This design comes from an exercise in tuning for small area on the open sky130 flow, not from production work. Function was checked by simulation only, so behaviour that the tests miss may differ from the original.

==> run a <==
==> flow/design.v <==
module divs(input clk, input reset, output reg clk_1s, output reg clk_5ms, output tick_1s, output tick_5ms, output ph_b);
reg [8:0] lf1;
reg [6:0] lf2;
wire term1 = &{lf1[7:5], lf1[3:0]};
wire term2 = &{lf2[6:4], lf2[2], lf2[0]};
wire clr1 = reset | term1;
wire clr2 = reset | term2;
always @(posedge clk) begin
	lf1 <= clr1 ? 9'b111111101 : {lf1[7:0], ~(lf1[8] ^ lf1[3])};
	lf2 <= clr2 ? 7'b0000101   : {lf2[5:0], ~(lf2[6] ^ lf2[0])};
	clk_1s  <= ~reset & (clk_1s ^ term1);
	clk_5ms <= ~reset & (clk_5ms ^ term2);
end
assign tick_1s  = term1 & ~clk_1s;
assign ph_b = clk_1s & (&{lf1[8:7], lf1[5:2], lf1[0]});
assign tick_5ms = term2 & ~clk_5ms;
endmodule
module tk(input clk, input reset, input tick_1s, input ph_b, input up, input down, input change,
  output reg [5:0] sec, output reg [5:0] min, output reg [4:0] hour, output reg [7:0] day, output reg [7:0] month);
wire b_min   = tick_1s & up   & ~change;
wire b_hour  = tick_1s & down & ~change;
wire b_day   = tick_1s & down &  change;
wire b_month = tick_1s & up   &  change;
wire c_sec  = ph_b & (sec == 6'd0);
wire e_min  = b_min | c_sec;
wire c_min  = c_sec & (min == 6'd59);
wire e_hour = b_hour | c_min;
wire c_hour = c_min & (hour == 5'd23);
wire e_day  = b_day | c_hour;
wire [5:0] sec_i = sec + tick_1s;
wire [5:0] min_i = min + e_min;
wire [4:0] hour_i = hour + e_hour;
wire [7:0] day_i = day + e_day;
wire m31 = (month == 8'd1) | (month == 8'd3) | (month == 8'd5) | (month == 8'd7) |
           (month == 8'd8) | (month == 8'd10) | (month == 8'd12);
wire m30 = (month == 8'd4) | (month == 8'd6) | (month == 8'd9) | (month == 8'd11);
wire roll = ph_b & (m31 ? (day_i == 8'd31) : m30 ? (day_i == 8'd30) : (day_i == 8'd28));
wire e_month = b_month | roll;
wire [7:0] month_i = month + e_month;
wire clr_sec = reset | (tick_1s & sec == 6'd59);
wire clr_min = reset | (e_min & min == 6'd59);
wire clr_hour = reset | (e_hour & hour == 5'd23);
wire clr_day = reset | (b_day & day == 8'd29) | roll;
wire clr_month = reset | (b_month & (month >= 8'd12)) | (roll & month == 8'd11);
always @(posedge clk) begin
	sec <= clr_sec ? 6'd0 : sec_i;
	min <= clr_min ? 6'd0 : min_i;
	hour <= clr_hour ? 5'd0 : hour_i;
	day <= clr_day ? 8'd0 : day_i;
	month <= clr_month ? 8'd0 : month_i;
end
endmodule
module disp(input clk, input reset, input tick_5ms, input change, input [5:0] sec, input [5:0] min, input [4:0] hour, input [7:0] day, input [7:0] month,
  output [6:0] Out, output [5:0] control);
reg [2:0] ds;
reg [3:0] oc;
wire [2:0] cnt = (ds == 3'd7) ? 3'd0 : ds;
wire [5:0] v = change ? (cnt[2] ? day[5:0] : cnt[1] ? month[5:0] : 6'd22)
                      : (cnt[2] ? {1'b0, hour} : cnt[1] ? min : sec);
wire [2:0] tens = (v >= 6'd50) ? 3'd5 : (v >= 6'd40) ? 3'd4 : (v >= 6'd30) ? 3'd3 :
                  (v >= 6'd20) ? 3'd2 : (v >= 6'd10) ? 3'd1 : 3'd0;
wire [3:0] units = v - tens * 4'd10;
wire [3:0] dig = cnt[0] ? {1'b0, tens} : units;
wire hold = (cnt == 3'd5) & tens[2];
always @(posedge clk) begin
	if (reset) begin
		ds <= 3'd7;
		oc <= 4'd15;
	end else if (tick_5ms) begin
		ds <= (cnt == 3'd5) ? 3'd0 : cnt + 3'd1;
		if (!hold) oc <= dig;
	end
end
assign control = (ds == 3'd1) ? 6'b100000 : (ds == 3'd2) ? 6'b010000 :
                 (ds == 3'd3) ? 6'b001000 : (ds == 3'd4) ? 6'b000100 :
                 (ds == 3'd5) ? 6'b000010 : (ds == 3'd0) ? 6'b000001 : 6'b000000;
assign Out = (oc == 4'd0) ? 7'b1000000 : (oc == 4'd1) ? 7'b1111001 :
             (oc == 4'd2) ? 7'b0100100 : (oc == 4'd3) ? 7'b0110000 :
             (oc == 4'd4) ? 7'b0011001 : (oc == 4'd5) ? 7'b0010010 :
             (oc == 4'd6) ? 7'b0000010 : (oc == 4'd7) ? 7'b1111000 :
             (oc == 4'd8) ? 7'b0000000 : (oc == 4'd15) ? 7'b1111111 : 7'b0010000;
endmodule
module day_time(Out, clk_1s, clk_5ms, up, down, clk, control, change, reset);
input clk, up, down, change, reset;
output [5:0] control; output [6:0] Out; output clk_1s, clk_5ms;
wire t1, t5, pb; wire [5:0] sec, min; wire [4:0] hour; wire [7:0] day, month;
divs u_d(.clk(clk), .reset(reset), .clk_1s(clk_1s), .clk_5ms(clk_5ms), .tick_1s(t1), .tick_5ms(t5), .ph_b(pb));
tk u_t(.clk(clk), .reset(reset), .tick_1s(t1), .ph_b(pb), .up(up), .down(down), .change(change), .sec(sec), .min(min), .hour(hour), .day(day), .month(month));
disp u_p(.clk(clk), .reset(reset), .tick_5ms(t5), .change(change), .sec(sec), .min(min), .hour(hour), .day(day), .month(month), .Out(Out), .control(control));
endmodule
==> flow/flow/run.sh <==
#!/bin/bash
# Standard layout, with buf_1 port buffers and a clock tree without dummy loads.
set -euo pipefail
CTS="-sink_clustering_enable -repair_clock_nets -dont_use_dummy_load -buf_list sky130_fd_sc_hd__clkbuf_8 -root_buf sky130_fd_sc_hd__clkbuf_8 -sink_clustering_size 60 -sink_clustering_max_diameter 200"
for t in synth floorplan place cts route finish; do
  bash standard.sh "BUFFER_PORTS_ARGS=-buffer_cell sky130_fd_sc_hd__buf_1" "CTS_ARGS=$CTS" $t > log_$t.txt 2>&1
done
==> flow/standard.sh <==
#!/bin/bash
# synth_recipe.tcl (not shown) runs the flow's synth.tcl, then flattens the netlist and writes it again
# the make line also repeats each setting of config.mk as NAME=value (left out here)
make -C /OpenROAD-flow-scripts/flow DESIGN_CONFIG=/design/flow/config.mk WORK_HOME=/design/flow/orfs CLKGATE_MAP_FILE= SYNTH_SCRIPT=/design/flow/synth_recipe.tcl "${@:-finish}"
==> flow/config.mk <==
export PLATFORM = sky130hd
export DESIGN_NAME = day_time
export DESIGN_NICKNAME = day_time
export VERILOG_FILES = /design/flow/design.v
export SDC_FILE = /design/flow/constraint.sdc
export NUM_CORES = 4
export LEC_CHECK = 0
export ABC_AREA = 1
export CAP_MARGIN = 20
export CORE_MARGIN = 2
export CORE_UTILIZATION = 60
export PLACE_DENSITY = 0.8
export SLEW_MARGIN = 20
==> flow/constraint.sdc <==
create_clock -name core_clock -period 15.0 [get_ports {clk}]
set_input_delay 3.0000 -clock core_clock [delete_from_list [all_inputs] [get_ports {clk}]]
set_output_delay 3.0000 -clock core_clock [all_outputs]
set_load 0.01 [all_outputs]
==> inputs of run b, as changes to run a <==
==> flow/run.sh (new file) <==
#!/bin/bash
# synth_recipe.tcl (not shown) runs the flow's synth.tcl, then flattens the netlist and writes it again
# the make line also repeats each setting of config.mk as NAME=value (left out here)
make -C /OpenROAD-flow-scripts/flow DESIGN_CONFIG=/design/flow/config.mk WORK_HOME=/design/flow/orfs CLKGATE_MAP_FILE= SYNTH_SCRIPT=/design/flow/synth_recipe.tcl finish
- CTS_BUF_LIST: default -> sky130_fd_sc_hd__clkbuf_2 sky130_fd_sc_hd__clkbuf_4
- CTS_CLUSTER_DIAMETER: default -> 60
- CTS_CLUSTER_SIZE: default -> 20
removed: flow/flow/run.sh
removed: flow/standard.sh
==> metrics.md <==
| Metric | Value |
|---|---|
| Status | `timing/DRC/antenna clean` |
| Layout Skew | `around 16 ps` |
| Routed met1 length | `about 2800 µm` |
| DR WL met3 | `246 µm` |
| DR WL/cell | `~12 µm` |
| Fraction of area in registers | `between 30% and 40%` |
| M1 GR Usage | `a little over a quarter` |
| Worst path slowest cell | `nor3_1` |
| Final hold slack | `a little over 400 ps` |
| Period utilization | `between 30% and 40%` |
# the run above: run a

==> metrics.md <==
| Metric | Value |
|---|---|
| Status | `timing/DRC/antenna clean` |
| Layout Skew | `7.72 ps` |
| Worst path slowest cell | `clkdlybuf4s50_1` |
| DR WL met3 | `between 200 and 300 µm` |
| M1 GR Usage | `approximately 28%` |
| Final hold slack | `~410 ps` |
# the run above: run b

separate check: timing with driven ports:
No port has a modelled driver above. Below, the same layouts with a new extraction and two added sets of constraints. Step 1 sets driving cells, clkbuf_16 on the clock port and buf_2 on the other inputs (assumed; they add their load-dependent delay and slew). Step 2 moves the port delays by t, midway between the first and last clock arrival at a register: inputs arrive t later, outputs are due t later. That takes back most of the time a late clock gives input paths. Three values: ideal, step 1, step 2; two values: the first two.
run | t (ns) | setup WS [ns] | hold WS [ns] | worst register clock-pin slew, ns | cell pins on the clock port's net
run a | 0.361 | 9.545 / 9.540 / 9.178 | 0.410 / 0.410 / 0.410 | 0.06 / 0.06 | 1
run b | 0.425 | 9.245 / 9.247 / 8.822 | 0.413 / 0.413 / 0.413 | 0.10 / 0.10 | 1
After both steps every run listed still meets setup and hold. For run b, which loses most, drivers alone change the setup slack by +0.002 ns; drivers and shift together by -0.423 ns.
